From an optimization exercise on the open Yosys and OpenROAD flow, aimed at small area; shortcuts taken in it are not production practice. In this exercise RTL edits were held to simulation tests only and were not proved equivalent to the original. Power is estimated from default activity; no workload was simulated.

===== design/flow/design.v =====
`timescale 1ns/1ns
`default_nettype none
module top (input wire clk,
            input wire rst,
            input wire mic_data_1,
            input wire mic_data_2,
            output wire serial_tx,
            output wire mic_clk_1,
            output wire mic_clk_2,
            output wire sel_2,
            output wire serial_split);
assign sel_2 = 1'b1;
reg [18:0] tc;
always @(posedge clk)
  if (rst) tc <= 19'd7;
  else     tc <= tc + 19'd1;
wire [1:0] j  = tc[1:0];
wire       j0 = (j == 2'd0);
wire       p0 = (tc[9:2] == 8'd1);
wire       p255 = (tc[9:2] == 8'd0);
wire pdm_clk = tc[1] ^ tc[0];
assign mic_clk_1 = pdm_clk;
assign mic_clk_2 = pdm_clk;
assign serial_split = pdm_clk;
reg fresh;
always @(posedge clk)
  if (rst) fresh <= 1'b1;
  else if (tc[2:0] == 3'd3) fresh <= 1'b0;
reg init;
always @(posedge clk)
  if (rst) init <= 1'b1;
  else if (tc[12]) init <= 1'b0;
reg u1h, u2h;
always @(posedge clk)
  if (j0) begin
    u1h <= mic_data_1;
    u2h <= mic_data_2;
  end
wire u1 = j0 ? mic_data_1 : u1h;
wire u2 = j0 ? mic_data_2 : u2h;
wire [8:0] q = {~tc[9] & (tc[8:2] != 7'd0), ~tc[9], tc[8:2]};
reg  [3:0] dH_d, E_d, Hc_d;
always @* begin
  case (j)
    2'd0: begin dH_d = q[3:0];    E_d = 4'h0;             Hc_d = fresh ? 4'h1 : 4'h0; end
    2'd1: begin dH_d = q[7:4];    E_d = {q[0], 3'b100};   Hc_d = fresh ? 4'h4 : 4'hc; end
    2'd2: begin dH_d = {4{q[8]}}; E_d = q[4:1];           Hc_d = 4'hf; end
    default: begin dH_d = {4{q[8]}}; E_d = q[8:5];        Hc_d = 4'h3; end
  endcase
end
reg [15:0] hr;           
reg hcy, fcy, lcy;       
wire [3:0] hbase = (fresh | p0) ? Hc_d : hr[3:0];
wire [3:0] Hn, Wf, Wl;
wire hco, fco, lco;
add4 HU (.a(hbase), .b(dH_d), .ci(~j0 & hcy), .s(Hn), .co(hco));
add4 FU (.a(Hn), .b(E_d), .ci(~j0 & fcy), .s(Wf), .co(fco));
add4 LU (.a(Hn), .b(~E_d), .ci(j0 | lcy), .s(Wl), .co(lco));
wire [3:0] Wm = ~{Hn[2:0], ~j0 & hr[15]};
always @(posedge clk) begin
  hr  <= {Hn, hr[15:4]};
  hcy <= hco;
  fcy <= fco;
  lcy <= lco;
end
wire [15:0] c1_hi, c1_lo, c2_hi, c2_lo;
cicwin W1 (.clk(clk), .fresh(fresh), .j0(j0), .p0(p0), .u(u1),
           .Wf(Wf), .Wm(Wm), .Wl(Wl), .c_lo(c1_lo), .c_hi(c1_hi));
cicwin W2 (.clk(clk), .fresh(fresh), .j0(j0), .p0(p0), .u(u2),
           .Wf(Wf), .Wm(Wm), .Wl(Wl), .c_lo(c2_lo), .c_hi(c2_hi));
reg [47:0] sh;    
reg [47:0] sl;    
wire wr_h = p255;
wire wr_l = p255 & j[1];
wire [3:0] sh_in = {c2_hi[1:0], c1_hi[1:0]};
wire [7:0] sl_in = {c2_lo[3:0], c1_lo[3:0]};
always @(posedge clk) begin
  sh <= {wr_h ? sh_in : sh[3:0], sh[47:4]};
  sl <= {wr_l ? sl_in : sl[7:0], sl[47:8]};
end
reg [15:0] th;    
reg [15:0] tl;    
always @(posedge clk) begin
  th <= {wr_h ? sh[3:0] : th[3:0], th[15:4]};
  tl <= {wr_l ? sl[7:0] : tl[7:0], tl[15:8]};
end
reg [3:0] baud;
always @(posedge clk)
  if (rst) baud <= 4'd0;
  else     baud <= (baud == 4'd14) ? 4'd0 : baud + 4'd1;
wire baud_ce = (baud == 4'd7);
wire start_now = (tc[9:5] == 5'd0) && (tc[4:0] >= 5'd6) && (tc[4:0] <= 5'd20) &&
                 !(init && tc[18:10] == 9'd0);
reg transmitting;
reg [3:0] pos;
reg [1:0] chr;
always @(posedge clk)
  if (rst)
    transmitting <= 1'b0;
  else if (baud_ce) begin
    if (start_now) begin
      transmitting <= 1'b1;
      pos <= 4'd0;
      chr <= 2'd0;
    end else if (transmitting) begin
      if (pos == 4'd10) begin
        transmitting <= 1'b0;
        pos <= 4'd0;
        chr <= 2'd0;
      end else if (pos == 4'd9 && chr != 2'd3) begin
        pos <= 4'd0;
        chr <= chr + 2'd1;
      end else
        pos <= pos + 4'd1;
    end
  end
wire [2:0] b = pos[2:0];
wire [3:0] tl_lane = chr[1] ? tl[3:0] : tl[7:4];
wire [1:0] th_lane = chr[1] ? th[1:0] : th[3:2];
wire fetch = chr[0] ? (j == b[2:1]) : (j[0] == b[2]);
wire fbit  = chr[0] ? th_lane[b[0]] : tl_lane[b[1:0]];
reg nb, txb;
always @(posedge clk) begin
  if (fetch)   nb  <= fbit;
  if (baud_ce) txb <= nb;
end
wire mk   = (tc[18:10] == 9'd0);    
wire dbit = init ? 1'b0 : ((mk & chr[1]) | txb);
assign serial_tx = !transmitting || (pos >= 4'd9) || ((pos != 4'd0) && dbit);
endmodule
module add4 (input wire [3:0] a, input wire [3:0] b, input wire ci, output wire [3:0] s, output wire co);
wire [4:0] c;
assign c[0] = ci;
genvar i;
generate for (i = 0; i < 4; i = i + 1) begin : g
  assign s[i] = a[i] ^ b[i] ^ c[i];
  assign c[i+1] = (a[i] & b[i]) | (c[i] & (a[i] ^ b[i]));
end endgenerate
assign co = c[4];
endmodule
module cicwin (input wire clk,
               input wire fresh,
               input wire j0,
               input wire p0,
               input wire u,
               input wire [3:0] Wf,
               input wire [3:0] Wm,
               input wire [3:0] Wl,
               output wire [15:0] c_lo,
               output wire [15:0] c_hi);
reg [15:0] al, bl, cl;
reg [7:0]  ah, bh, ch;
reg alc, blc, clc, ahc, bhc, chc;
wire keep = ~fresh & ~p0;
wire move = ~fresh & p0;
wire [3:0] a_b  = keep ? al[3:0] : 4'h0;
wire [3:0] b_b  = keep ? bl[3:0] : (move ? al[3:0] : 4'h0);
wire [3:0] c_b  = keep ? cl[3:0] : (move ? bl[3:0] : 4'h0);
wire [1:0] a_hb = keep ? ah[1:0] : 2'h0;
wire [1:0] b_hb = keep ? bh[1:0] : (move ? ah[1:0] : 2'h0);
wire [1:0] c_hb = keep ? ch[1:0] : (move ? bh[1:0] : 2'h0);
wire a_hci = j0 ? (keep & alc) : ahc;
wire b_hci = j0 ? ((keep & blc) | (move & alc)) : bhc;
wire c_hci = j0 ? ((keep & clc) | (move & blc)) : chc;
wire [3:0] a_s, b_s, c_s;
wire a_co, b_co, c_co;
add4 A (.a(a_b), .b(Wf & {4{u}}), .ci(~j0 & alc), .s(a_s), .co(a_co));
add4 B (.a(b_b), .b(Wm & {4{u}}), .ci(j0 ? u : blc), .s(b_s), .co(b_co));
add4 C (.a(c_b), .b(Wl & {4{u}}), .ci(~j0 & clc), .s(c_s), .co(c_co));
wire [1:0] a_hs = {a_hb[1] ^ (a_hb[0] & a_hci), a_hb[0] ^ a_hci};
wire [1:0] b_hs = {b_hb[1] ^ (b_hb[0] & b_hci), b_hb[0] ^ b_hci};
wire [1:0] c_hs = {c_hb[1] ^ (c_hb[0] & c_hci), c_hb[0] ^ c_hci};
always @(posedge clk) begin
  al <= {a_s, al[15:4]};
  bl <= {b_s, bl[15:4]};
  cl <= {c_s, cl[15:4]};
  ah <= {a_hs, ah[7:2]};
  bh <= {b_hs, bh[7:2]};
  ch <= {c_hs, ch[7:2]};
  alc <= a_co; blc <= b_co; clc <= c_co;
  ahc <= a_hb[1] & a_hb[0] & a_hci;
  bhc <= b_hb[1] & b_hb[0] & b_hci;
  chc <= c_hb[1] & c_hb[0] & c_hci;
end
assign c_lo = cl;
assign c_hi = {8'h00, ch};
endmodule

===== design/flow/run.sh =====
#!/bin/bash
# synth_recipe.tcl (not shown) runs the flow's synth.tcl, then flattens the netlist and writes it again
# the make line also repeats each setting of config.mk as NAME=value (left out here)
make -C /OpenROAD-flow-scripts/flow DESIGN_CONFIG=/design/flow/config.mk WORK_HOME=/design/flow/orfs CLKGATE_MAP_FILE= SYNTH_SCRIPT=/design/flow/synth_recipe.tcl finish

===== design/flow/config.mk =====
export PLATFORM = sky130hd
export DESIGN_NAME = top
export DESIGN_NICKNAME = top
export VERILOG_FILES = /design/flow/design.v
export SDC_FILE = /design/flow/constraint.sdc
export NUM_CORES = 4
export LEC_CHECK = 0
export CAP_MARGIN = 20
export CORE_MARGIN = 2
export CORE_UTILIZATION = 40
export CTS_BUF_LIST = sky130_fd_sc_hd__clkbuf_8
export CTS_CLUSTER_DIAMETER = 60
export CTS_CLUSTER_SIZE = 20
export SLEW_MARGIN = 20

===== design/flow/constraint.sdc =====
create_clock -name core_clock -period 10.0 [get_ports {clk}]
set_input_delay 2.0000 -clock core_clock [delete_from_list [all_inputs] [get_ports {clk}]]
set_output_delay 2.0000 -clock core_clock [all_outputs]
set_load 0.01 [all_outputs]

==> results.ini, run 1 <==
[outcome]
outcome = timing/DRC/antenna clean

[drt]
vias = 5348
finalWirelength_mm = 16.7
wl_per_cell_um = 14.2
drt-pass1-iter-count = 4
drc = 0
vias_per_cell = 4.54
drt_iter0_drc = 258
ant_nets = 0

[sta]
finalMaxSlewViolations = 0
slew_headroom = 0.442
tightest_slew_ns = 0.828
finalSetupViolCount = 0
clock_skew_ns = 0.0192
hold_violations = 0
setup_tns_ns = 0
fin_crit_ns = 5.30
period_share = 0.530
grt_setup_unrepaired = no
worst_slack_ns = 4.70
max_freq_mhz = 189

[placed_design]
dpl_cell_area_um2 = 10800
globalplace.congestion = 0.816
portBuffers = 7
dpl.hpwl_mm = 11.6
place_ws_ns = 4.71

[logic_synthesis]
synth-seq-cells = 339
async_reset_ff_frac = 0
yosys_warnings = 2
synth_area_per_cell_um2 = 12.6
ys_seq_area_frac = 0.653
synthFlopType = dfxtp_1
netlist_area_um2 = 10500
synth_edf_count = 8
netlist_instances = 833
syn-num-nets = 892
synth.distinct_cells = 60

[finish]
final_nets = 893
area_growth_syn_to_layout_pct = 7.35
diodes = 0
nFillCells = 2407
final_area_um2 = 11300
utilization = 0.436
most-common-layout-cells = dfxtp_1, nand2_1, inv_1, fa_1, nor2_1
drive_gt1_frac = 0.0913
top_regs = sh: 48 flops, sl: 48 flops, tc: 19 flops
final_common_cell = dfxtp_1

[global_routing]
grt_start_max_net_pins = 37
grt_use_total = 0.126
antenna_found_initial = 0
grt_pass1_wl_mm = 28.2
grt_overflow = 0
grt_pass1_vias = 5423

[setup_path]
reg2reg_depth = 16
worstSetupPathType = reg2reg
critPathLaunch = tc[1]
start_kind = register
crit_required_ns = 10.45
cp_max_fo = 27
worstPathArrival_ns = 5.75
rr_endpoint = W1.cl[15]
reg2reg_slack_ns = 4.70
timing.rr.start = tc[1]
end_kind = register

[cts]
insertion_delay_ns = 0.56
cts-resized-gates = 0
clockBufferDepth = 3
cts_made_buffers = 22
cts_tree = built
clock_sinks = 339
post-cts-setup-buffers = 0
cts_max_level = 1
clk_pin_slew_ns = 0.11
cts_hold_buf = 0
clock-root-buffer = clkbuf_8

[floorplan]
die_w_um = 166
coreArea_um2 = 25900
rows = 59
die_h_um = 166
io_pins = 9
start_util = 0.406
die_area_um2 = 27600

[job]
cap_violations = 0

[hold_path]
worstHoldStart = W2.cl[15]
min-delay-path-class = reg2reg
holdPathStages = 0
min_to = W2.cl[11]

[power_and_ir_drop]
leakage_nw = 4.57
cellPowerDensity_nw_per_um2 = 267
p_total_mw = 3.01
vdd_drop_max_mv = 0.146

==> power by group <==
group          internal (mW)  total, mW  switching [mW]  leakage, nW
combinational          0.216      0.510           0.295         1.54
clock                  0.305      0.709           0.404        0.247
sequential              1.69       1.79           0.110         2.79
total                   2.21       3.01           0.808         4.57
==> final cells by class <==
class                   instances  area (µm²)  share of cell area
flip-flops and latches        339        6870               0.608
repair buffers                 11         100             0.00886
clock buffers                  24         330              0.0292
multi-input cells             409        3250               0.288
inverters                      51         191              0.0170
well taps                     335         419              0.0371
clock inverters                 9         139              0.0123
==> layer usage <==
metal,track usage,up-vias,share of wire
li1,-,2684,-
met4,0.0359,0,0.027
met3,0.0217,25,0.032
met1,0.183,2567,0.51
met5,0,-,0
met2,0.192,72,0.43
==> worst max-delay path, cell delays in order (launching register included) <==
cell and delay, ns:
dfxtp_1 0.67, inv_1 0.18, ha_1 0.21, buf_4 0.23
and3_1 0.21, or4_1 0.48, o21ai_0 0.14, fa_1 0.22
inv_1 0.05, fa_1 0.39, fa_1 0.70, inv_1 0.11
fa_1 0.44, fa_1 0.45, nand2b_1 0.18, fa_1 0.51
inv_1 0.03
==> cells in the mapped netlist, types with 8 or more instances <==
master    count  area, µm²
dfxtp_1     331       6630
nand2_1      86        323
inv_1        51        191
fa_1         36        721
nor2_1       35        131
a21oi_1      27        135
ha_1         19        238
mux2_2       19        214
clkbuf_1     17       63.8
nand2b_1     17        106
o21ai_0      16       80.1
nand3_1      15       75.1
xnor2_1      14        123
mux2i_1      13        130
mux2_4       10        150
nand4_1       9       56.3
nor2b_1       9       56.3
nor3_1        9       45.0
a21o_1        8       60.1
edfxtp_1      8        240
==> worst max path at each step <==
stage | cells after the start | end | slack (ns)
final | 16 | W1.cl[15] | 4.70
after global routing | 16 | W2.cl[15] | 4.34
after CTS | 16 | W1.cl[15] | 4.68
after detailed placement | 16 | W1.cl[15] | 4.71
after global placement | 16 | W1.cl[15] | 4.71
after floorplan | 15 | W1.cl[15] | 5.31
==> cells by family after synthesis <==
logic type | count (synthesis) | share of synthesized area
buffers and inverters | 85 | 0.0387
other | 1 | 0.000356
AND/OR/NAND/NOR | 218 | 0.104
XOR/XNOR | 21 | 0.0175
multiplexers | 45 | 0.0534
flip-flops | 339 | 0.653
adder cells (fa/ha/maj) | 55 | 0.0911
AO/OA/AOI/OAI | 69 | 0.0419
==> through the flow <==
step / std cells / hold slack, ns
floorplan: 833 / 0.310
global placement: 1145 / 0.310
detailed placement: 1145 / 0.312
CTS: 1178 / 0.334
global route: 1178 / 0.330
finish: 1178 / 0.323
==> run 2, diff against run 1 <==
--- a/design/flow/design.v
+++ b/design/flow/design.v
@@ -133,8 +133,7 @@
 assign c[0] = ci;
 genvar i;
 generate for (i = 0; i < 4; i = i + 1) begin : g
-  assign s[i] = a[i] ^ b[i] ^ c[i];
-  assign c[i+1] = (a[i] & b[i]) | (c[i] & (a[i] ^ b[i]));
+  assign {c[i+1], s[i]} = a[i] + b[i] + c[i];
 end endgenerate
 assign co = c[4];
 endmodule
--- a/design/flow/config.mk
+++ b/design/flow/config.mk
@@ -9,6 +9,6 @@
 export CORE_MARGIN = 2
 export CORE_UTILIZATION = 40
 export CTS_BUF_LIST = sky130_fd_sc_hd__clkbuf_8
-export CTS_CLUSTER_DIAMETER = 60
-export CTS_CLUSTER_SIZE = 20
+export CTS_CLUSTER_DIAMETER = 50
+export CTS_CLUSTER_SIZE = 16
 export SLEW_MARGIN = 20
==> results.ini, run 2 <==
[placed_design]
dpl.hpwl_mm = 11.4
portBuffers = 7
dpl_cell_area_um2 = 10800
globalplace.congestion = 0.808

[logic_synthesis]
async_reset_ff_frac = 0
synth.top_cell.area_share = 0.636
synth_edf_count = 8
netlist_instances = 826
synth.distinct_cells = 58
ys_seq_area_frac = 0.659
yosysMostFrequentCell = dfxtp_1
synthFlopType = dfxtp_1
yosysTopAreaCell = dfxtp_1
synth_area_per_cell_um2 = 12.6
syn-num-nets = 886
synth_commonest_cells = dfxtp_1, nand2_1, inv_1
netlist_area_um2 = 10400
yosys_warnings = 2
synth-seq-cells = 339
netlist_top_cells_area = dfxtp_1, fa_1, nand2_1, ha_1, edfxtp_1

[drt]
ant_nets = 0
vias_per_cell = 4.60
finalWirelength_mm = 16.7
vias = 5440
drt-pass1-iter-count = 4
drc = 0
wl_per_cell_um = 14.1
drt_iter0_drc = 283

[global_routing]
grt_pass1_vias = 5220
busiest_layer = met2
antenna_found_initial = 0
grt_pass1_wl_mm = 27.5
grt_start_max_net_pins = 28
grt_overflow = 0
grt_use_total = 0.128
grt_use_met3 = 0.0225
grt_use_met1 = 0.188
grtUsageMet2 = 0.190

[cts]
cts_tree = built
clk_pin_slew_ns = 0.10
cts-resized-gates = 0
cts_max_level = 1
clockBufferDepth = 3
cts_made_buffers = 29
post-cts-setup-buffers = 0
clock-root-buffer = clkbuf_8
cts_hold_buf = 0
insertion_delay_ns = 0.57
clock_sinks = 339

[floorplan]
die_h_um = 165
start_util = 0.403
rows = 59
die_area_um2 = 27300
io_pins = 9
die_w_um = 165
coreArea_um2 = 25800

[hold_path]
min_to = hr[4]
holdPathStages = 0
min-delay-path-class = reg2reg
worstHoldStart = hr[8]

[sta]
finalSetupViolCount = 0
slew_headroom = 0.296
clock_skew_ns = 0.0251
setup_tns_ns = 0
finalMaxSlewViolations = 0
hold_violations = 0
fin_crit_ns = 5.62
grt_setup_unrepaired = no
period_share = 0.562
tightest_slew_ns = 1.06
max_freq_mhz = 178

[setup_path]
rr_endpoint = W2.al[15]
start_kind = register
crit_family = adder cells
worstPathArrival_ns = 6.08
reg2reg_slack_ns = 4.38
worstPathCellList = inv_1, ha_1, nor4_1, a221oi_1, fa_1, fa_1, inv_1, xnor2_1, ha_1, o21bai_1, xor2_1, ha_1, a21oi_1, fa_1, nor2_1, fa_1
timing.rr.start = tc[1]
end_kind = register
worstSetupPathType = reg2reg
critPathMostFrequentCell = fa_1
cp_max_fo = 27
reg2reg_depth = 16
critPathSlowestCell = nor4_1
cpPeakStageDelay_ns = 0.71
cp.depth = 16
path_buf_inv = 2
crit_required_ns = 10.46

[power_and_ir_drop]
vdd_drop_max_mv = 0.155
cellPowerDensity_nw_per_um2 = 272
leakage_nw = 4.64

[finish]
area_growth_syn_to_layout_pct = 8.77
diodes = 0
top_regs = sh: 48 flops, sl: 48 flops, tc: 19 flops
drive_gt1_frac = 0.0920
most-common-layout-cells = dfxtp_1, nand2_1, inv_1, fa_1, clkbuf_8
final_area_um2 = 11300
final_common_cell = dfxtp_1
final_nets = 894
nFillCells = 2398

[outcome]
outcome = timing/DRC/antenna clean

[job]
cap_violations = 0

run 2: worst max-delay path by stage:
stage,endpoint,startpoint
5_1_grt,W2.al[15],tc[1]
2_1_floorplan,W2.al[15],tc[1]
3_5_place_dp,W2.al[15],tc[1]
3_3_place_gp,W2.al[15],tc[1]
4_1_cts,W2.al[15],tc[1]
6_report,W2.al[15],tc[1]
run 2: cells by family after synthesis:
logic type	synth area share
AOI/OAI and AO/OA	0.0460
xor gates and xnor gates	0.0168
adders and majority gates	0.0911
buffers and inverters	0.0327
DFF	0.659
muxes	0.0539
other	0.000360
and+or+nand+nor	0.0998
run 2: layout make-up:
class	count	area, µm²	area share
clock buffer	32	440	0.0389
clock inverter	13	121	0.0107
sequential	339	6870	0.606
timing repair buffer	10	92.6	0.00817
inverter	48	180	0.0159
tap	335	419	0.0370
multi-input combinational	406	3210	0.283
run 2: stage by stage:
step / util / worst slack, ns / std cells / hold WS [ns] / power, mW
2_1_floorplan: - / 5.08 / 826 / 0.310 / 2.16
3_3_place_gp: 0.417 / 4.65 / 1138 / 0.310 / 2.33
3_5_place_dp: 0.417 / 4.45 / 1138 / 0.312 / 2.35
4_1_cts: 0.438 / 4.44 / 1183 / 0.322 / 3.12
5_1_grt: 0.438 / 4.02 / 1183 / 0.317 / 3.27
6_report: 0.438 / 4.38 / 1183 / 0.321 / 3.08
run 2: worst register-to-register path, delay by kind of cell (launching register included):
family	cells	cell delay, ns
AND/OR/NAND/NOR	2	0.91
adder cells (fa/ha/maj)	7	2.99
XOR/XNOR	2	0.30
AO/OA/AOI/OAI	3	0.48
flip-flops	1	0.56
buffers and inverters	2	0.28
run 2: routing by layer:
metal	up-vias	part of all wire
met5	-	0
met4	0	0.031
met3	38	0.035
met2	78	0.44
met1	2605	0.50
li1	2719	-
run 2: power breakdown:
group | total (mW) | leakage (nW) | switching (mW) | internal (mW)
Clock | 0.763 | 0.300 | 0.434 | 0.329
Sequential | 1.80 | 2.79 | 0.109 | 1.69
Combinational | 0.518 | 1.56 | 0.295 | 0.222
==> run 3, diff against run 2 <==
==> design/flow/flow/run.sh (new file) <==
#!/bin/bash
# Layout flow: the standard layout, except that synthesis maps the logic
# with an area-oriented ABC script (no buffering or upsizing in ABC).  The
# synthesis is otherwise ORFS's own with the standard flow's synthesis script, so the
# registers are the standard synthesis's.
set -euo pipefail
W=$PWD
rm -rf "$W/scripts_area"
cp -r "$FLOW_HOME/scripts" "$W/scripts_area"
printf 'strash\ndc2\ndch -f\namap\n' > "$W/scripts_area/abc_area.script"
make -C "$FLOW_HOME" DESIGN_CONFIG="$W/config.mk" WORK_HOME="$W/orfs" CLKGATE_MAP_FILE= \
  SYNTH_SCRIPT="$W/synth_recipe.tcl" SCRIPTS_DIR="$W/scripts_area" ABC_AREA=1 synth \
  > "$W/synth_area.log" 2>&1
bash standard.sh > "$W/layout.log" 2>&1
==> design/flow/standard.sh (new file) <==
#!/bin/bash
# synth_recipe.tcl (not shown) runs the flow's synth.tcl, then flattens the netlist and writes it again
# the make line also repeats each setting of config.mk as NAME=value (left out here)
make -C /OpenROAD-flow-scripts/flow DESIGN_CONFIG=/design/flow/config.mk WORK_HOME=/design/flow/orfs CLKGATE_MAP_FILE= SYNTH_SCRIPT=/design/flow/synth_recipe.tcl "${@:-finish}"
removed: design/flow/run.sh
==> results.ini, run 3 <==
[outcome]
outcome = timing/DRC/antenna clean

[sta]
grt_setup_unrepaired = no
period_share = 0.600
slew_headroom = 0.337
fin_crit_ns = 6.00
max_freq_mhz = 167
setup_tns_ns = 0
finalSetupViolCount = 0
hold_violations = 0
tightest_slew_ns = 0.993
clock_skew_ns = 0.0341
finalMaxSlewViolations = 0

[power_and_ir_drop]
p_seq_frac = 0.619
leakage_nw = 4.19
p_total_mw = 3.06
p_sw_frac = 0.270
share_comb_of_total_power = 0.147
cellPowerDensity_nw_per_um2 = 282
p_switching_uw = 826
intPower_mw = 2.24
vdd_drop_max_mv = 0.173
pwr-share-clk = 0.234

[logic_synthesis]
yosysTopAreaCell = dfxtp_1
synth_commonest_cells = dfxtp_1, clkinv_1, nor2_1
yosys_warnings = 2
syn-num-nets = 885
synth.distinct_cells = 33
synth_area_per_cell_um2 = 12.0
synth_edf_count = 8
netlist_area_um2 = 9880
synth.top_cell.area_share = 0.671
netlist_top_cells_area = dfxtp_1, fa_1, clkinv_1, nor2_1, ha_1
synth-seq-cells = 339
synthFlopType = dfxtp_1
yosysMostFrequentCell = dfxtp_1
ys_seq_area_frac = 0.695
async_reset_ff_frac = 0
netlist_instances = 825

[hold_path]
min-delay-path-class = reg2reg
holdPathStages = 0

[placed_design]
portBuffers = 7
globalplace.congestion = 0.889
place_inst = 1156
dpl.hpwl_mm = 11.0

[finish]
layoutNonFillerInstCount = 1198
final_common_cell = dfxtp_1
area_growth_syn_to_layout_pct = 10.0
most-common-layout-cells = dfxtp_1, clkinv_1, nor2_1, nand2_1, o22ai_1
diodes = 0
drive_gt1_frac = 0.0481
top_regs = sh: 48 flops, sl: 48 flops, tc: 19 flops
utilization = 0.448
final_nets = 922

[setup_path]
worstPathArrival_ns = 6.46
start_kind = register
reg2reg_depth = 24
cp_max_fo = 33
worstSetupPathType = reg2reg
crit_required_ns = 10.46
end_kind = register

[floorplan]
die_h_um = 161
coreArea_um2 = 24200
rows = 57
start_util = 0.407
io_pins = 9
die_w_um = 161
die_area_um2 = 26000

[drt]
ant_nets = 0
drc = 0
finalWirelength_mm = 16.2
wl_per_cell_um = 13.5
vias_per_cell = 4.57
drt-pass1-iter-count = 4
drt_iter0_drc = 288
vias = 5474

[cts]
cts_hold_buf = 0
cts_tree = built
clock_sinks = 339
cts_max_level = 1
insertion_delay_ns = 0.58
clk_pin_slew_ns = 0.09
post-cts-setup-buffers = 0
cts_made_buffers = 28
clock-root-buffer = clkbuf_8
cts-resized-gates = 0
clockBufferDepth = 3

[job]
cap_violations = 0

[global_routing]
antenna_found_initial = 0
grt_overflow = 0
grt_start_max_net_pins = 34
grt_pass1_vias = 5205
grt_use_total = 0.127
grt_pass1_wl_mm = 26.6

run 3: logic make-up after synthesis:
kind of cell / count (synthesis) / synth area share
buffers and inverters: 117 / 0.0456
other: 1 / 0.000380
AOI/OAI and AO/OA: 139 / 0.0893
and+or+nand+nor: 173 / 0.0734
adders and majority gates: 56 / 0.0960
DFF: 339 / 0.695
run 3: power groups by stage:
stage	logic [mW]	registers [mW]	clock network, mW
2_1_floorplan	0.320	1.88	0
3_3_place_gp	0.448	1.92	0
3_5_place_dp	0.449	1.93	0
4_1_cts	0.458	1.90	0.745
5_1_grt	0.526	1.93	0.796
6_report	0.451	1.90	0.717
run 3: layer usage:
| metal | global-route usage | wire (µm) | up-vias |
|---|---|---|---|
| met1 | 0.185 | 8200 | 2579 |
| met3 | 0.0234 | 567 | 39 |
| li1 | - | - | 2769 |
| met4 | 0.0402 | 478 | 0 |
| met5 | 0 | 0 | - |
| met2 | 0.193 | 6910 | 87 |
run 3: path summary, 6_finish.rpt:
check | slack (ns) | end | start
max | 4.00 | W1.al[15] | tc[7]
min | 0.30 | W1.cl[10] | W1.cl[14]
max reg2reg | 4.00 | W1.al[15] | tc[7]
min reg2reg | 0.30 | W1.cl[10] | W1.cl[14]
run 3: worst max-delay path, cell delays in order, from the launching register on:
cell and delay, ns:
dfxtp_1 0.32, clkinv_1 0.11, nand3_1 0.11, nor3_1 0.25
nor3b_1 0.85, nor2_1 0.08, buf_4 0.26, clkinv_1 0.06
buf_4 0.34, o22ai_1 0.16, fa_1 0.61, nor2_1 0.20
a21oi_1 0.06, ha_1 0.19, nor2_1 0.15, a22oi_1 0.09
ha_1 0.19, a21oi_1 0.18, clkinv_1 0.12, a22oi_1 0.21
ha_1 0.17, a21oi_1 0.05, fa_1 0.51, nor2_1 0.17
fa_1 0.44
run 3: area by class of cell:
type | instances | area, µm²
well taps | 324 | 405
repair buffers | 10 | 92.6
clock inverters | 11 | 87.6
flip-flops and latches | 339 | 6870
multi-input cells | 369 | 2560
clock buffers | 31 | 427
inverters | 114 | 428
fillers | 2305 | 13400
run 3: through the flow:
stage	worst slack [ns]	hold WS, ns	area (µm²)
6_report	4.00	0.304	10900
5_1_grt	3.32	0.331	10900
4_1_cts	3.95	0.314	10900
3_5_place_dp	3.98	0.312	10400
3_3_place_gp	4.12	0.310	10400
2_1_floorplan	4.19	0.310	9880
==> run 4, diff against run 3 <==
==> design/flow/flow/run.sh (replaced) <==
#!/bin/bash
# Layout flow: the standard layout, except that
#  - synthesis maps the logic with an area-oriented ABC script (no buffering
#    or upsizing in ABC); it is otherwise ORFS's synthesis with the standard flow's
#    synthesis script, so the registers are the standard synthesis's;
#  - clock tree synthesis inserts no dummy loads.
set -euo pipefail
W=$PWD
rm -rf "$W/scripts_area"
cp -r "$FLOW_HOME/scripts" "$W/scripts_area"
printf 'strash\ndc2\ndch -f\namap\n' > "$W/scripts_area/abc_area.script"
make -C "$FLOW_HOME" DESIGN_CONFIG="$W/config.mk" WORK_HOME="$W/orfs" CLKGATE_MAP_FILE= \
  SYNTH_SCRIPT="$W/synth_recipe.tcl" SCRIPTS_DIR="$W/scripts_area" ABC_AREA=1 synth \
  > "$W/synth_area.log" 2>&1
export CTS_ARGS="-sink_clustering_enable -repair_clock_nets -sink_clustering_size 24 -sink_clustering_max_diameter 60 -buf_list sky130_fd_sc_hd__clkbuf_16 -dont_use_dummy_load"
bash standard.sh > "$W/layout.log" 2>&1
==> results.ini, run 4 <==
[setup_path]
critPathMostFrequentCell = nor2_1
cpPeakStageDelay_ns = 0.83
crit_required_ns = 10.40
worstPathCellList = clkinv_1, nand3_1, nor3_1, nor3b_1, nor2_1, buf_4, clkinv_1, buf_4, o22ai_1, fa_1, nor2_1, a21oi_1, ha_1, nor2_1, a22oi_1, ha_1, a21oi_1, clkinv_1, a22oi_1, ha_1, a21oi_1, fa_1, nor2_1, fa_1
critPathSlowestCell = nor3b_1
path_buf_inv = 5
worstSetupPathType = reg2reg
cp_max_fo = 33
crit_family = adder cells
start_kind = register
end_kind = register
worstPathArrival_ns = 6.38

[outcome]
outcome = timing/DRC/antenna clean

[logic_synthesis]
synth.distinct_cells = 33
yosys_warnings = 2
synth_commonest_cells = dfxtp_1, clkinv_1, nor2_1
yosysTopAreaCell = dfxtp_1
netlist_area_um2 = 9880
yosysMostFrequentCell = dfxtp_1
synth_edf_count = 8
async_reset_ff_frac = 0
synth_area_per_cell_um2 = 12.0
synth.top_cell.area_share = 0.671
ys_seq_area_frac = 0.695
syn-num-nets = 885
synthFlopType = dfxtp_1
netlist_top_cells_area = dfxtp_1, fa_1, clkinv_1, nor2_1, ha_1
netlist_instances = 825
synth-seq-cells = 339

[global_routing]
grt_use_total = 0.125
grt_start_max_net_pins = 34
antenna_found_initial = 0
grt_overflow = 0
grt_pass1_wl_mm = 26.2
grt_pass1_vias = 5066

[cts]
clock-root-buffer = clkbuf_16
clock_sinks = 339
cts_hold_buf = 0
cts_made_buffers = 20
cts-resized-gates = 0
cts_tree = built
insertion_delay_ns = 0.52
post-cts-setup-buffers = 0
cts_max_level = 1
clk_pin_slew_ns = 0.09
clockBufferDepth = 3

[drt]
drc = 0
vias = 5419
route.met3.wl_um = 597
wl_per_cell_um = 13.5
vias_per_cell = 4.61
ant_nets = 0
top_layer = met4
drt_iter0_drc = 262
finalWirelength_mm = 15.9
dr_wl_met2_mm = 6.85
drt-pass1-iter-count = 5
met1_length_mm = 8.07

[sta]
worst_slack_ns = 4.02
tightest_slew_ns = 0.974
finalMaxSlewViolations = 0
max_freq_mhz = 167
setup_tns_ns = 0
clock_skew_ns = 0.0377
fin_crit_ns = 5.98
hold_violations = 0
holdWs_ns = 0.305
slew_headroom = 0.349
finalSetupViolCount = 0
grt_setup_unrepaired = no
period_share = 0.598

[finish]
drive_gt1_frac = 0.0270
final_nets = 914
top_regs = sh: 48 flops, sl: 48 flops, tc: 19 flops
final_common_cell = dfxtp_1
area_growth_syn_to_layout_pct = 9.88
diodes = 0
most-common-layout-cells = dfxtp_1, clkinv_1, nor2_1, nand2_1, o22ai_1

[floorplan]
io_pins = 9
die_w_um = 161
coreArea_um2 = 24200
start_util = 0.407
rows = 57
die_area_um2 = 26000
die_h_um = 161

[power_and_ir_drop]
leakage_nw = 4.16
cellPowerDensity_nw_per_um2 = 285
vdd_drop_max_mv = 0.211

[job]
cap_violations = 0

[placed_design]
place_ws_ns = 3.98
dpl.hpwl_mm = 11.0
globalplace.congestion = 0.889
portBuffers = 7

[hold_path]
min-delay-path-class = reg2reg

## run 4: final timing paths
kind         slack [ns]  depth (start not counted)  startpoint        end
min                0.30                          0      sh[38]     sh[34]
max reg2reg        4.02                         24       tc[7]  W1.al[15]
max                4.02                         24       tc[7]  W1.al[15]
min reg2reg        0.30                          0      sh[38]     sh[34]
## run 4: cell type report
cell class,count,area [µm²]
Tap cell,324,405
Clock buffer,20,500
Fill cell,2300,13400
Multi-Input combinational cell,369,2560
Inverter,114,428
Timing Repair Buffer,10,92.6
Sequential cell,339,6870
## run 4: cells by family (layout without fill, tap and decap cells)
| family | Yosys count | in the layout | synth area share |
|---|---|---|---|
| buffers and inverters | 117 | 144 | 0.0456 |
| AO/OA/AOI/OAI | 139 | 139 | 0.0893 |
| AND/OR/NAND/NOR | 173 | 173 | 0.0734 |
| other | 1 | 1 | 0.000380 |
| adder cells (fa/ha/maj) | 56 | 56 | 0.0960 |
| flip-flops | 339 | 339 | 0.695 |
## run 4: power breakdown
part	total [mW]	switching (mW)	internal [mW]	leakage (nW)
Sequential	1.90	0.114	1.78	2.82
Combinational	0.448	0.284	0.164	1.10
Clock	0.749	0.392	0.356	0.246
## run 4: per-layer routing
| layer | global-route usage | vias to the layer above |
|---|---|---|
| met4 | 0.0325 | 0 |
| met2 | 0.191 | 93 |
| met1 | 0.186 | 2554 |
| li1 | - | 2748 |
| met5 | 0 | - |
| met3 | 0.0208 | 24 |
## run 4: per-stage QoR
stage / instances / cell area, µm² / utilization / total power [mW]
2_1_floorplan: 825 / 9880 / - / 2.20
3_3_place_gp: 1156 / 10400 / 0.427 / 2.36
3_5_place_dp: 1156 / 10400 / 0.427 / 2.38
4_1_cts: 1176 / 10900 / 0.448 / 3.14
5_1_grt: 1176 / 10900 / 0.448 / 3.28
6_report: 1176 / 10900 / 0.448 / 3.09
==> run 5, diff against run 4 <==
--- a/design/flow/flow/run.sh
+++ b/design/flow/flow/run.sh
@@ -12,5 +12,5 @@
 make -C "$FLOW_HOME" DESIGN_CONFIG="$W/config.mk" WORK_HOME="$W/orfs" CLKGATE_MAP_FILE= \
   SYNTH_SCRIPT="$W/synth_recipe.tcl" SCRIPTS_DIR="$W/scripts_area" ABC_AREA=1 synth \
   > "$W/synth_area.log" 2>&1
-export CTS_ARGS="-sink_clustering_enable -repair_clock_nets -sink_clustering_size 24 -sink_clustering_max_diameter 60 -buf_list sky130_fd_sc_hd__clkbuf_16 -dont_use_dummy_load"
+export CTS_ARGS="-sink_clustering_enable -repair_clock_nets -sink_clustering_size 20 -sink_clustering_max_diameter 60 -buf_list sky130_fd_sc_hd__clkbuf_8 -dont_use_dummy_load"
 bash standard.sh > "$W/layout.log" 2>&1
==> results.ini, run 5 <==
[outcome]
outcome = timing/DRC/antenna clean

[hold_path]
min-delay-path-class = reg2reg
holdPathStages = 0

[finish]
area_growth_syn_to_layout_pct = 7.74
diodes = 0
nFillCells = 2327
most-common-layout-cells = dfxtp_1, clkinv_1, nor2_1, nand2_1, o22ai_1
final_area_um2 = 10600
drive_gt1_frac = 0.0281
top_regs = sh: 48 flops, sl: 48 flops, tc: 19 flops
layoutNonFillerInstCount = 1177
final_nets = 915
final_common_cell = dfxtp_1
utilization = 0.439

[job]
cap_violations = 0

[floorplan]
start_util = 0.407
coreArea_um2 = 24200
io_pins = 9
rows = 57
die_h_um = 161
die_area_um2 = 26000
die_w_um = 161

[placed_design]
dpl_cell_area_um2 = 10400
portBuffers = 7
dpl.hpwl_mm = 11.0
place_inst = 1156
globalplace.congestion = 0.889

[sta]
tightest_slew_ns = 0.975
setup_tns_ns = 0
fin_crit_ns = 6.01
max_freq_mhz = 166
finalMaxSlewViolations = 0
grt_setup_unrepaired = no
clock_skew_ns = 0.0428
slew_headroom = 0.349
period_share = 0.601
hold_violations = 0
finalSetupViolCount = 0

[cts]
post-cts-setup-buffers = 0
cts-resized-gates = 0
cts_max_level = 1
clockBufferDepth = 3
cts_hold_buf = 0
clk_pin_slew_ns = 0.12
clock-root-buffer = clkbuf_8
clock_sinks = 339
insertion_delay_ns = 0.55
cts_made_buffers = 21
cts_tree = built

[setup_path]
end_kind = register
reg2reg_depth = 24
worstPathArrival_ns = 6.45
start_kind = register
crit_family = adder cells
critPathMostFrequentCell = nor2_1
worstPathCellList = clkinv_1, nand3_1, nor3_1, nor3b_1, nor2_1, buf_4, clkinv_1, buf_4, o22ai_1, fa_1, nor2_1, a21oi_1, ha_1, nor2_1, a22oi_1, ha_1, a21oi_1, clkinv_1, a22oi_1, ha_1, a21oi_1, fa_1, nor2_1, fa_1
cp.depth = 24
critPathSlowestCell = nor3b_1
cpPeakStageDelay_ns = 0.83
worstSetupPathType = reg2reg
crit_required_ns = 10.44
path_buf_inv = 5
cp_max_fo = 33

[logic_synthesis]
synth.top_cell.area_share = 0.671
synthFlopType = dfxtp_1
yosys_warnings = 2
netlist_area_um2 = 9880
synth_edf_count = 8
synth.distinct_cells = 33
ys_seq_area_frac = 0.695
synth-seq-cells = 339
async_reset_ff_frac = 0
yosysTopAreaCell = dfxtp_1
syn-num-nets = 885
netlist_instances = 825
yosysMostFrequentCell = dfxtp_1
netlist_top_cells_area = dfxtp_1, fa_1, clkinv_1, nor2_1, ha_1
synth_commonest_cells = dfxtp_1, clkinv_1, nor2_1
synth_area_per_cell_um2 = 12.0

[drt]
ant_nets = 0
drt-pass1-iter-count = 4
drt_iter0_drc = 213
wl_per_cell_um = 13.5
vias_per_cell = 4.58
finalWirelength_mm = 15.9
drc = 0
vias = 5391

[global_routing]
grt_pass1_wl_mm = 26.0
grt_pass1_vias = 5055
grt_start_max_net_pins = 34
grt_use_total = 0.125
grt_overflow = 0
antenna_found_initial = 0

[power_and_ir_drop]
vdd_drop_max_mv = 0.162
leakage_nw = 4.07
cellPowerDensity_nw_per_um2 = 273
p_total_mw = 2.90

## run 5: cell counts after synthesis
Identical to the previous run, type by type.
## run 5: final timing paths
| path | startpoint | endpoint | slack, ns |
|---|---|---|---|
| max | tc[7] | W1.al[15] | 3.99 |
| min | sh[38] | sh[34] | 0.30 |
| max reg2reg | tc[7] | W1.al[15] | 3.99 |
| min reg2reg | sh[38] | sh[34] | 0.30 |
## run 5: metrics by stage
stage / worst slack (ns) / hold WS [ns]
finish: 3.99 / 0.300
CTS: 3.95 / 0.298
global route: 3.33 / 0.303
floorplan: 4.19 / 0.310
detailed placement: 3.98 / 0.312
global placement: 4.12 / 0.310
## run 5: cell families (layout without fill, tap and decap cells)
family / count (synthesis) / in the layout / share of synthesized area
other: 1 / 1 / 0.000380
and+or+nand+nor: 173 / 173 / 0.0734
buffers and inverters: 117 / 145 / 0.0456
DFF: 339 / 339 / 0.695
AOI/OAI and AO/OA: 139 / 139 / 0.0893
adders and majority gates: 56 / 56 / 0.0960
## run 5: area by class of cell
cell class	instances	area [µm²]	area share
sequential	339	6870	0.645
multi-input combinational	369	2560	0.240
inverter	114	428	0.0402
tap	324	405	0.0381
clock buffer	21	289	0.0272
timing repair buffer	10	92.6	0.00870
## run 5: power by group
part / leakage [nW] / internal [mW] / switching, mW
Combinational: 1.10 / 0.164 / 0.284
Clock: 0.151 / 0.190 / 0.369
Sequential: 2.82 / 1.78 / 0.114
## run 5: metal layers
metal | wire length [µm] | vias up | part of all wire | GRT usage
li1 | - | 2746 | - | -
met1 | 8140 | 2535 | 0.51 | 0.185
met2 | 6830 | 89 | 0.43 | 0.190
met3 | 547 | 21 | 0.034 | 0.0213
met4 | 364 | 0 | 0.023 | 0.0333
met5 | 0 | - | 0 | 0
==> run 6, diff against run 5 <==
--- a/design/flow/config.mk
+++ b/design/flow/config.mk
@@ -8,7 +8,5 @@
 export CAP_MARGIN = 20
 export CORE_MARGIN = 2
 export CORE_UTILIZATION = 40
-export CTS_BUF_LIST = sky130_fd_sc_hd__clkbuf_8
-export CTS_CLUSTER_DIAMETER = 50
-export CTS_CLUSTER_SIZE = 16
+export PLACE_DENSITY = 0.8
 export SLEW_MARGIN = 20
==> results.ini, run 6 <==
[outcome]
outcome = timing/DRC/antenna clean

[power_and_ir_drop]
share_comb_of_total_power = 0.155
p_sw_frac = 0.266
pwr-share-clk = 0.188
cellPowerDensity_nw_per_um2 = 273
intPower_mw = 2.13
p_switching_uw = 770
p_seq_frac = 0.657
leakage_nw = 4.06
vdd_drop_max_mv = 0.148

[cts]
cts_tree = built
cts_hold_buf = 0
cts_made_buffers = 20
cts_max_level = 1
clock_sinks = 339
clock-root-buffer = clkbuf_8
insertion_delay_ns = 0.55
post-cts-setup-buffers = 0
clk_pin_slew_ns = 0.12
clockBufferDepth = 3
cts-resized-gates = 0

[setup_path]
start_kind = register
crit_required_ns = 10.42
end_kind = register
worstSetupPathType = reg2reg
timing.rr.start = tc[6]
worstPathArrival_ns = 6.51
reg2reg_depth = 23
critPathLaunch = tc[6]
cp_max_fo = 33

[finish]
final_area_um2 = 10600
drive_gt1_frac = 0.0259
final_common_cell = dfxtp_1
area_growth_syn_to_layout_pct = 7.53
diodes = 0
final_nets = 913
top_regs = sh: 48 flops, sl: 48 flops, tc: 19 flops
most-common-layout-cells = dfxtp_1, clkinv_1, nor2_1, nand2_1, o22ai_1
nFillCells = 2196

[global_routing]
grt_overflow = 0
grt_use_met3 = 0.0203
antenna_found_initial = 0
busiest_layer = met2
grtUsageMet2 = 0.199
grt_pass1_vias = 5417
grt_start_max_net_pins = 34
grt_use_total = 0.124
grt_use_met1 = 0.177
grt_pass1_wl_mm = 26.5

[sta]
slew_headroom = 0.355
max_freq_mhz = 164
setup_tns_ns = 0
tightest_slew_ns = 0.962
fin_crit_ns = 6.09
period_share = 0.609
hold_violations = 0
finalSetupViolCount = 0
finalMaxSlewViolations = 0
holdWs_ns = 0.315
grt_setup_unrepaired = no
clock_skew_ns = 0.0470

[logic_synthesis]
yosysMostFrequentCell = dfxtp_1
yosys_warnings = 2
synth_xor_xnor_area_share = 0
synth_commonest_cells = dfxtp_1, clkinv_1, nor2_1
netlist_instances = 825
synth-compound-area-share = 0.0893
synth.distinct_cells = 33
synth_edf_count = 8
ys_seq_area_frac = 0.695
synthSimpleGateAreaFrac = 0.0734
netlist_area_um2 = 9880
netlist_top_cells_area = dfxtp_1, fa_1, clkinv_1, nor2_1, ha_1
syn-num-nets = 885
yosys-mux-area-fraction = 0
synth_area_per_cell_um2 = 12.0
synthFlopType = dfxtp_1
synthAdderAreaFrac = 0.0960
async_reset_ff_frac = 0
synth-seq-cells = 339
yosysTopAreaCell = dfxtp_1
synth.top_cell.area_share = 0.671
synth_top_family_by_area = adder cells

[drt]
wl_per_cell_um = 13.6
ant_nets = 0
drt-pass1-iter-count = 5
drc = 0
vias_per_cell = 4.73
drt_iter0_drc = 389
finalWirelength_mm = 16.0
vias = 5553

[hold_path]
min-delay-path-class = reg2reg
worstHoldStart = W1.cl[8]
holdPathStages = 0

[floorplan]
die_h_um = 161
rows = 57
io_pins = 9
die_area_um2 = 26000
die_w_um = 161
start_util = 0.407
coreArea_um2 = 24200

[job]
cap_violations = 0

[placed_design]
dpl_cell_area_um2 = 10300
globalplace.congestion = 0.905
portBuffers = 7
dpl.hpwl_mm = 11.4

==> run 6: per-layer routing <==
| metal | wire, µm | share of wire |
|---|---|---|
| met2 | 7270 | 0.45 |
| met3 | 914 | 0.057 |
| met5 | 0 | 0 |
| met1 | 7470 | 0.47 |
| met4 | 365 | 0.023 |
==> run 6: stage by stage <==
stage | utilization | total power [mW] | cells | worst slack (ns)
after floorplan | - | 2.20 | 825 | 4.19
after global placement | 0.427 | 2.35 | 1155 | 4.31
after detailed placement | 0.427 | 2.38 | 1155 | 3.99
after CTS | 0.438 | 2.93 | 1175 | 3.97
after global routing | 0.438 | 3.06 | 1175 | 3.51
final | 0.438 | 2.90 | 1175 | 3.91
==> run 6: critical path, cell delays in order, from the launching register on <==
cell and delay (ns):
dfxtp_1 0.36, clkinv_1 0.17, nand3_1 0.17, nor3_1 0.08
nor3b_1 0.22, nor2_1 0.12, buf_4 0.26, clkinv_1 0.80
o22ai_1 0.46, fa_1 0.59, nor2_1 0.19, a21oi_1 0.06
ha_1 0.19, nor2_1 0.16, a22oi_1 0.09, ha_1 0.21
a21oi_1 0.19, clkinv_1 0.12, a22oi_1 0.21, ha_1 0.17
a21oi_1 0.05, fa_1 0.50, nor2_1 0.16, fa_1 0.44
==> run 6: kinds of logic after synthesis <==
logic type / count (synthesis)
AOI/OAI and AO/OA: 139
adders and majority gates: 56
buffers and inverters: 117
DFF: 339
and+or+nand+nor: 173
other: 1
==> run 6: power groups by stage <==
stage | Sequential [mW] | Combinational [mW] | Clock, mW
after CTS | 1.91 | 0.449 | 0.565
after global placement | 1.92 | 0.430 | 0
after floorplan | 1.88 | 0.320 | 0
after global routing | 1.95 | 0.508 | 0.610
after detailed placement | 1.94 | 0.441 | 0
final | 1.90 | 0.449 | 0.546
==> run 6: area by class of cell <==
type / count / area, µm² / share of cell area
well taps: 324 / 405 / 0.0382
multi-input cells: 369 / 2560 / 0.241
clock buffers: 20 / 275 / 0.0259
inverters: 114 / 428 / 0.0403
repair buffers: 9 / 85.1 / 0.00801
flip-flops and latches: 339 / 6870 / 0.647
==> run 6: worst paths after layout <==
| kind | endpoint | slack (ns) |
|---|---|---|
| worst max-delay path | W2.al[15] | 3.91 |
| worst min-delay path | W1.cl[4] | 0.32 |
| worst min register to register | W1.cl[4] | 0.32 |
| worst max register to register | W2.al[15] | 3.91 |
==> run 7, diff against run 6 <==
--- a/design/flow/config.mk
+++ b/design/flow/config.mk
@@ -7,6 +7,6 @@
 export LEC_CHECK = 0
 export CAP_MARGIN = 20
 export CORE_MARGIN = 2
-export CORE_UTILIZATION = 40
-export PLACE_DENSITY = 0.8
+export CORE_UTILIZATION = 60
+export PLACE_DENSITY = 0.75
 export SLEW_MARGIN = 20
==> results.ini, run 7 <==
[setup_path]
cp_max_fo = 33
reg2reg_slack_ns = 3.90
end_kind = register
worstSetupPathType = reg2reg
crit_required_ns = 10.40
worstPathArrival_ns = 6.50
start_kind = register

[logic_synthesis]
synth-seq-cells = 339
ys_seq_area_frac = 0.695
synth_area_per_cell_um2 = 12.0
synth_commonest_cells = dfxtp_1, clkinv_1, nor2_1
yosysMostFrequentCell = dfxtp_1
async_reset_ff_frac = 0
netlist_top_cells_area = dfxtp_1, fa_1, clkinv_1, nor2_1, ha_1
synth.top_cell.area_share = 0.671
yosys_warnings = 2
netlist_instances = 825
synth_edf_count = 8
syn-num-nets = 885
netlist_area_um2 = 9880
synth.distinct_cells = 33
yosysTopAreaCell = dfxtp_1
synthFlopType = dfxtp_1

[drt]
drt-pass1-iter-count = 5
wl_per_cell_um = 15.3
ant_nets = 0
vias_per_cell = 5.25
vias = 5607
finalWirelength_mm = 16.3
drt_iter0_drc = 382
drc = 0

[power_and_ir_drop]
vdd_drop_max_mv = 0.192
intPower_mw = 2.14
cellPowerDensity_nw_per_um2 = 277
pwr-share-clk = 0.191
p_sw_frac = 0.266
leakage_nw = 4.06
p_seq_frac = 0.655
p_switching_uw = 774
p_total_mw = 2.91
share_comb_of_total_power = 0.154

[cts]
clock_sinks = 339
post-cts-setup-buffers = 0
cts_hold_buf = 0
cts_tree = built
clockBufferDepth = 3
cts-resized-gates = 0
cts_made_buffers = 21
clk_pin_slew_ns = 0.11
insertion_delay_ns = 0.54
clock-root-buffer = clkbuf_8
cts_max_level = 1

[sta]
max_freq_mhz = 164
grt_setup_unrepaired = no
finalSetupViolCount = 0
setup_tns_ns = 0
clock_skew_ns = 0.0322
finalMaxSlewViolations = 0
slew_headroom = 0.351
tightest_slew_ns = 0.967
fin_crit_ns = 6.10
period_share = 0.610
hold_violations = 0

[finish]
diodes = 0
nFillCells = 1261
top_regs = sh: 48 flops, sl: 48 flops, tc: 19 flops
area_growth_syn_to_layout_pct = 6.22
final_common_cell = dfxtp_1
final_nets = 913
most-common-layout-cells = dfxtp_1, clkinv_1, nor2_1, nand2_1, o22ai_1
drive_gt1_frac = 0.0259

[floorplan]
start_util = 0.617
die_area_um2 = 17500
die_w_um = 132
die_h_um = 132
io_pins = 9
coreArea_um2 = 16000
rows = 46

[global_routing]
grt_overflow = 0
grt_pass1_vias = 5565
grt_use_total = 0.192
busiest_layer = met2
antenna_found_initial = 0
grt_use_met3 = 0.0315
grt_start_max_net_pins = 34
grtUsageMet2 = 0.310
grt_use_met1 = 0.264
grt_pass1_wl_mm = 27.0

[placed_design]
globalplace.congestion = 0.955
dpl.hpwl_mm = 11.6
portBuffers = 7

[hold_path]
min-delay-path-class = reg2reg

[outcome]
outcome = timing/DRC/antenna clean

[job]
cap_violations = 0

run 7: layout make-up:
type | count | area [µm²] | area share
Sequential cell | 339 | 6870 | 0.655
Multi-Input combinational cell | 369 | 2560 | 0.244
Inverter | 114 | 428 | 0.0408
Clock buffer | 21 | 289 | 0.0276
Tap cell | 216 | 270 | 0.0258
Timing Repair Buffer | 8 | 77.6 | 0.00740
run 7: path summary, 6_finish.rpt:
path,startpoint,endpoint,cells past startpoint
setup reg to reg,tc[7],W2.al[15],21
hold / removal,W2.cl[5],W2.cl[1],0
hold reg to reg,W2.cl[5],W2.cl[1],0
setup / recovery,tc[7],W2.al[15],21
run 7: critical path: stages (launching register included):
cell and delay (ns):
dfxtp_1 0.33, clkinv_1 0.10, nand3_1 0.11, nor3_1 0.25, nor3b_1 0.78, nor2_1 0.08
buf_4 0.25, clkinv_1 0.56, o22ai_1 0.19, fa_1 0.46, fa_1 0.70, clkinv_1 0.16
a22oi_1 0.20, ha_1 0.19, a21oi_1 0.06, clkinv_1 0.06, a22oi_1 0.08, ha_1 0.21
a21oi_1 0.17, fa_1 0.47, nor2_1 0.15, fa_1 0.43
run 7: power groups by stage:
stage	combinational, mW	clock, mW	sequential, mW
global route	0.513	0.620	1.95
finish	0.448	0.556	1.91
global placement	0.434	0	1.92
floorplan	0.320	0	1.88
detailed placement	0.445	0	1.94
CTS	0.451	0.578	1.92
run 7: stage by stage:
stage,cell area (µm²),hold WS (ns),instances,utilization,worst slack [ns]
floorplan,9880,0.310,825,-,4.19
global placement,10200,0.310,1046,0.638,4.24
detailed placement,10200,0.312,1046,0.638,3.99
CTS,10500,0.317,1067,0.656,3.98
global route,10500,0.318,1067,0.656,3.34
finish,10500,0.313,1067,0.656,3.90
run 7: cells by family after synthesis:
kind of cell | after synthesis | synth area share
and+or+nand+nor | 173 | 0.0734
adders and majority gates | 56 | 0.0960
AOI/OAI and AO/OA | 139 | 0.0893
other | 1 | 0.000380
DFF | 339 | 0.695
buffers and inverters | 117 | 0.0456
run 7: per-layer routing:
metal	wire length (µm)	part of all wire
met1	7490	0.46
met2	7540	0.46
met3	758	0.046
met4	521	0.032
met5	0	0
==> run 8, diff against run 7 <==
--- a/design/flow/flow/run.sh
+++ b/design/flow/flow/run.sh
@@ -12,5 +12,5 @@
 make -C "$FLOW_HOME" DESIGN_CONFIG="$W/config.mk" WORK_HOME="$W/orfs" CLKGATE_MAP_FILE= \
   SYNTH_SCRIPT="$W/synth_recipe.tcl" SCRIPTS_DIR="$W/scripts_area" ABC_AREA=1 synth \
   > "$W/synth_area.log" 2>&1
-export CTS_ARGS="-sink_clustering_enable -repair_clock_nets -sink_clustering_size 20 -sink_clustering_max_diameter 60 -buf_list sky130_fd_sc_hd__clkbuf_8 -dont_use_dummy_load"
+export CTS_ARGS="-sink_clustering_enable -repair_clock_nets -sink_clustering_size 16 -sink_clustering_max_diameter 50 -buf_list sky130_fd_sc_hd__clkbuf_8 -dont_use_dummy_load"
 bash standard.sh > "$W/layout.log" 2>&1
==> design/flow/config.mk (replaced) <==
export PLATFORM = sky130hd
export DESIGN_NAME = top
export DESIGN_NICKNAME = top
export VERILOG_FILES = /design/flow/design.v
export SDC_FILE = /design/flow/constraint.sdc
export NUM_CORES = 4
export LEC_CHECK = 0
export CAP_MARGIN = 0
export CORE_MARGIN = 2
export CORE_UTILIZATION = 40
export SLEW_MARGIN = 0
==> results.ini, run 8 <==
[setup_path]
worstPathArrival_ns = 6.48
worstSetupPathType = reg2reg
start_kind = register
cp_max_fo = 33
crit_required_ns = 10.42
end_kind = register

[cts]
cts_made_buffers = 28
clock-root-buffer = clkbuf_8
cts_hold_buf = 0
cts-resized-gates = 0
post-cts-setup-buffers = 0
clk_pin_slew_ns = 0.09
insertion_delay_ns = 0.58
cts_tree = built
clock_sinks = 339
clockBufferDepth = 3
cts_max_level = 1

[outcome]
outcome = timing/DRC/antenna clean

[finish]
area_growth_syn_to_layout_pct = 8.72
nFillCells = 2315
diodes = 0
final_nets = 922
drive_gt1_frac = 0.0360
most-common-layout-cells = dfxtp_1, clkinv_1, nor2_1, nand2_1, o22ai_1
utilization = 0.443
final_common_cell = dfxtp_1
layoutNonFillerInstCount = 1184
top_regs = sh: 48 flops, sl: 48 flops, tc: 19 flops

[power_and_ir_drop]
p_seq_frac = 0.636
p_total_mw = 2.98
cellPowerDensity_nw_per_um2 = 277
p_switching_uw = 784
intPower_mw = 2.20
pwr-share-clk = 0.213
p_sw_frac = 0.263
leakage_nw = 4.12
share_comb_of_total_power = 0.151
vdd_drop_max_mv = 0.172

[logic_synthesis]
yosysTopAreaCell = dfxtp_1
synth_area_per_cell_um2 = 12.0
async_reset_ff_frac = 0
netlist_area_um2 = 9880
synth-seq-cells = 339
synth.top_cell.area_share = 0.671
synthFlopType = dfxtp_1
netlist_instances = 825
synth.distinct_cells = 33
ys_seq_area_frac = 0.695
yosys_warnings = 2
yosysMostFrequentCell = dfxtp_1
netlist_top_cells_area = dfxtp_1, fa_1, clkinv_1, nor2_1, ha_1
synth_commonest_cells = dfxtp_1, clkinv_1, nor2_1
synth_edf_count = 8
syn-num-nets = 885

[floorplan]
start_util = 0.407
die_area_um2 = 26000
coreArea_um2 = 24200
rows = 57
io_pins = 9
die_h_um = 161
die_w_um = 161

[placed_design]
globalplace.congestion = 0.889
dpl.hpwl_mm = 11.0
portBuffers = 7
place_inst = 1156

[hold_path]
min-delay-path-class = reg2reg

[sta]
period_share = 0.606
tightest_slew_ns = 1.01
slew_headroom = 0.327
grt_setup_unrepaired = no
holdWs_ns = 0.301
fin_crit_ns = 6.06
max_freq_mhz = 165
setup_tns_ns = 0
hold_violations = 0
finalMaxSlewViolations = 0
finalSetupViolCount = 0
clock_skew_ns = 0.0449

[drt]
ant_nets = 0
wl_per_cell_um = 13.5
drc = 0
vias = 5423
drt-pass1-iter-count = 4
drt_iter0_drc = 257
finalWirelength_mm = 16.0
vias_per_cell = 4.58

[global_routing]
grt_pass1_wl_mm = 26.6
grt_pass1_vias = 5185
grt_use_total = 0.127
antenna_found_initial = 0
grt_overflow = 0
grt_start_max_net_pins = 34

[job]
cap_violations = 0

-- run 8: cell count changes in the layout (fill, tap and decap cells not counted) --
cell	previous run	this run
clkbuf_8	21	28
buf_4	1	3
-- run 8: per-stage QoR --
stage               setup slack [ns]  cell area (µm²)
floorplan                       4.19             9880
global placement                4.12            10400
detailed placement              3.98            10400
CTS                             3.92            10700
global route                    3.30            10700
finish                          3.94            10700
-- run 8: cell families (layout without fill, tap and decap cells) --
logic type	Yosys count	after routing	share of synthesized area
compound gates	139	139	0.0893
fa+ha+maj	56	56	0.0960
buf+inv	117	152	0.0456
flops	339	339	0.695
other cells	1	1	0.000380
simple gates	173	173	0.0734
-- run 8: layout make-up --
type                    instances  area, µm²  share of cell area
well taps                     324        405              0.0378
multi-input cells             369       2560               0.238
inverters                     114        428              0.0399
clock buffers                  28        385              0.0359
flip-flops and latches        339       6870               0.640
repair buffers                 10       92.6             0.00862
-- run 8: worst paths after layout --
check | start | endpoint | slack (ns) | cells past startpoint
worst max-delay path | tc[6] | W1.al[15] | 3.94 | 24
worst min register to register | W1.cl[14] | W1.cl[10] | 0.30 | 0
worst min-delay path | W1.cl[14] | W1.cl[10] | 0.30 | 0
worst max register to register | tc[6] | W1.al[15] | 3.94 | 24
-- run 8: power groups by stage --
stage,Sequential [mW],Clock (mW),Combinational (mW)
finish,1.90,0.634,0.450
global placement,1.92,0,0.448
detailed placement,1.93,0,0.449
global route,1.93,0.713,0.526
floorplan,1.88,0,0.320
CTS,1.90,0.662,0.457
-- run 8: critical path: stages, from the launching register on --
cell,delay (ns)
dfxtp_1,0.32
clkinv_1,0.12
nand3_1,0.11
nor3_1,0.26
nor3b_1,0.86
nor2_1,0.08
buf_4,0.26
clkinv_1,0.06
buf_4,0.34
o22ai_1,0.16
fa_1,0.61
nor2_1,0.20
a21oi_1,0.06
ha_1,0.19
nor2_1,0.15
a22oi_1,0.09
ha_1,0.19
a21oi_1,0.18
clkinv_1,0.11
a22oi_1,0.21
ha_1,0.17
a21oi_1,0.05
fa_1,0.51
nor2_1,0.17
fa_1,0.44
-- run 8: metal layers --
metal / share of wire / GRT usage / vias to the layer above / wire length [µm]
met5: 0 / 0 / - / 0
met4: 0.027 / 0.0406 / 0 / 437
met3: 0.038 / 0.0226 / 36 / 609
met2: 0.43 / 0.193 / 96 / 6830
met1: 0.51 / 0.185 / 2531 / 8160
li1: - / - / 2760 / -
==> run 9, diff against run 8 <==
==> design/flow/config.mk (replaced) <==
export PLATFORM = sky130hd
export DESIGN_NAME = top
export DESIGN_NICKNAME = top
export VERILOG_FILES = /design/flow/design.v
export SDC_FILE = /design/flow/constraint.sdc
export NUM_CORES = 4
export LEC_CHECK = 0
export CAP_MARGIN = 20
export CORE_MARGIN = 2
export CORE_UTILIZATION = 40
export CTS_BUF_LIST = sky130_fd_sc_hd__clkbuf_8
export CTS_CLUSTER_DIAMETER = 50
export CTS_CLUSTER_SIZE = 16
export SLEW_MARGIN = 20
==> results.ini, run 9 <==
[global_routing]
grt_pass1_vias = 5185
grt_pass1_wl_mm = 26.6
grt_start_max_net_pins = 34
grt_overflow = 0
grt_use_total = 0.127
antenna_found_initial = 0

[setup_path]
cp_max_fo = 33
critPathMostFrequentCell = nor2_1
crit_required_ns = 10.42
reg2reg_slack_ns = 3.94
timing.rr.start = tc[6]
critPathSlowestCell = nor3b_1
end_kind = register
worstPathCellList = clkinv_1, nand3_1, nor3_1, nor3b_1, nor2_1, buf_4, clkinv_1, buf_4, o22ai_1, fa_1, nor2_1, a21oi_1, ha_1, nor2_1, a22oi_1, ha_1, a21oi_1, clkinv_1, a22oi_1, ha_1, a21oi_1, fa_1, nor2_1, fa_1
rr_endpoint = W1.al[15]
worstSetupPathType = reg2reg
cpPeakStageDelay_ns = 0.86
critPathLaunch = tc[6]
worstPathArrival_ns = 6.48
reg2reg_depth = 24
start_kind = register

[sta]
holdWs_ns = 0.301
tightest_slew_ns = 1.01
setup_tns_ns = 0
grt_setup_unrepaired = no
clock_skew_ns = 0.0449
worst_slack_ns = 3.94
hold_violations = 0
max_freq_mhz = 165
period_share = 0.606
finalSetupViolCount = 0
slew_headroom = 0.327
fin_crit_ns = 6.06
finalMaxSlewViolations = 0

[floorplan]
die_w_um = 161
die_h_um = 161
io_pins = 9
start_util = 0.407
die_area_um2 = 26000
rows = 57
coreArea_um2 = 24200

[power_and_ir_drop]
vdd_drop_max_mv = 0.172
p_total_mw = 2.98
cellPowerDensity_nw_per_um2 = 277
leakage_nw = 4.12

[cts]
insertion_delay_ns = 0.58
clock_sinks = 339
clockBufferDepth = 3
cts_max_level = 1
cts_made_buffers = 28
post-cts-setup-buffers = 0
cts-resized-gates = 0
cts_tree = built
cts_hold_buf = 0
clk_pin_slew_ns = 0.09
clock-root-buffer = clkbuf_8

[hold_path]
min_to = W1.cl[10]
holdPathStages = 0
worstHoldStart = W1.cl[14]
min-delay-path-class = reg2reg

[drt]
drt-pass1-iter-count = 4
finalWirelength_mm = 16.0
wl_per_cell_um = 13.5
route.met3.wl_um = 609
vias = 5423
ant_nets = 0
drc = 0
met1_length_mm = 8.16
vias_per_cell = 4.58
dr_wl_met2_mm = 6.83
top_layer = met4
drt_iter0_drc = 257

[finish]
most-common-layout-cells = dfxtp_1, clkinv_1, nor2_1, nand2_1, o22ai_1
top_regs = sh: 48 flops, sl: 48 flops, tc: 19 flops
final_area_um2 = 10700
utilization = 0.443
diodes = 0
final_nets = 922
layoutNonFillerInstCount = 1184
area_growth_syn_to_layout_pct = 8.72
final_common_cell = dfxtp_1
drive_gt1_frac = 0.0360

[logic_synthesis]
async_reset_ff_frac = 0
synth.distinct_cells = 33
synth_area_per_cell_um2 = 12.0
synth_commonest_cells = dfxtp_1, clkinv_1, nor2_1
ys_seq_area_frac = 0.695
netlist_area_um2 = 9880
yosys_warnings = 2
yosysMostFrequentCell = dfxtp_1
synth.top_cell.area_share = 0.671
synth_edf_count = 8
syn-num-nets = 885
synth-seq-cells = 339
synthFlopType = dfxtp_1
netlist_top_cells_area = dfxtp_1, fa_1, clkinv_1, nor2_1, ha_1
netlist_instances = 825
yosysTopAreaCell = dfxtp_1

[placed_design]
globalplace.congestion = 0.889
dpl.hpwl_mm = 11.0
place_inst = 1156
dpl_cell_area_um2 = 10400
portBuffers = 7
place_ws_ns = 3.98

[job]
cap_violations = 0

[outcome]
outcome = timing/DRC/antenna clean

run 9: cell counts in the layout (fill, tap and decap cells not counted):
No cell type changed its count.
run 9: final cells by class:
cell class                 instances  area [µm²]
fill                            2315       13500
tap                              324         405
clock buffer                      28         385
inverter                         114         428
sequential                       339        6870
timing repair buffer              10        92.6
multi-input combinational        369        2560
run 9: worst max path at each step:
stage           endpoint  slack, ns
2_1_floorplan  W1.al[15]       4.19
3_5_place_dp   W1.al[15]       3.98
6_report       W1.al[15]       3.94
5_1_grt        W1.al[15]       3.30
4_1_cts        W1.al[15]       3.92
3_3_place_gp   W1.al[15]       4.12
run 9: logic make-up after synthesis:
kind of cell,synth area share
adders and majority gates,0.0960
and+or+nand+nor,0.0734
buffers and inverters,0.0456
DFF,0.695
AOI/OAI and AO/OA,0.0893
other,0.000380
run 9: worst max-delay path, delay by kind of cell (launching register included):
| kind | cells | cell delay [ns] |
|---|---|---|
| compound gates | 6 | 0.75 |
| simple gates | 7 | 1.83 |
| flops | 1 | 0.32 |
| fa+ha+maj | 6 | 2.11 |
| buf+inv | 5 | 0.89 |
run 9: metal layers:
| layer | vias up | track usage |
|---|---|---|
| li1 | 2760 | - |
| met2 | 96 | 0.193 |
| met1 | 2531 | 0.185 |
| met3 | 36 | 0.0226 |
| met5 | - | 0 |
| met4 | 0 | 0.0406 |
run 9: where the power goes:
part           internal [mW]  total, mW  switching, mW
registers               1.78       1.90          0.113
logic                  0.164      0.450          0.286
clock network          0.249      0.634          0.385
total                   2.20       2.98          0.784

## re-timing with driven ports
The flow's constraints put no driver on any port. The routed layouts listed below were extracted and timed again, unchanged, in two steps.
Step 1 sets driving cells, clkbuf_16 on the clock port and buf_2 on the other inputs (assumed; they add their load-dependent delay and slew).
Step 2 also shifts input and output timing later by t, the mid clock arrival at the registers, as if the neighbouring blocks saw the same clock.
Three values: no drivers, after step 1, after step 2; two values: the first two.
run | t (ns) | setup slack, ns | hold slack, ns | clock arrival spread, ns | slew at the worst register clock pin (ns)
run 1 | 0.591 | 4.704 / 4.704 / 4.704 | 0.323 / 0.323 / 0.323 | 0.021 / 0.021 | 0.12 / 0.12
run 2 | 0.600 | 4.377 / 4.377 / 4.377 | 0.321 / 0.321 / 0.321 | 0.032 / 0.032 | 0.10 / 0.10
run 3 | 0.603 | 3.996 / 3.996 / 3.996 | 0.304 / 0.304 / 0.304 | 0.037 / 0.037 | 0.10 / 0.10
run 4 | 0.539 | 4.024 / 4.024 / 4.024 | 0.305 / 0.305 / 0.305 | 0.046 / 0.046 | 0.09 / 0.09
run 5 | 0.570 | 3.987 / 3.987 / 3.987 | 0.300 / 0.300 / 0.300 | 0.044 / 0.045 | 0.12 / 0.12
run 6 | 0.560 | 3.913 / 3.913 / 3.913 | 0.315 / 0.315 / 0.315 | 0.049 / 0.048 | 0.12 / 0.12
run 7 | 0.561 | 3.901 / 3.901 / 3.901 | 0.313 / 0.313 / 0.313 | 0.033 / 0.033 | 0.11 / 0.11
run 8 | 0.591 | 3.941 / 3.941 / 3.941 | 0.301 / 0.301 / 0.301 | 0.052 / 0.052 | 0.09 / 0.09
run 9 | 0.591 | 3.941 / 3.941 / 3.941 | 0.301 / 0.301 / 0.301 | 0.052 / 0.052 | 0.09 / 0.09
After both steps every run listed still meets setup and hold.
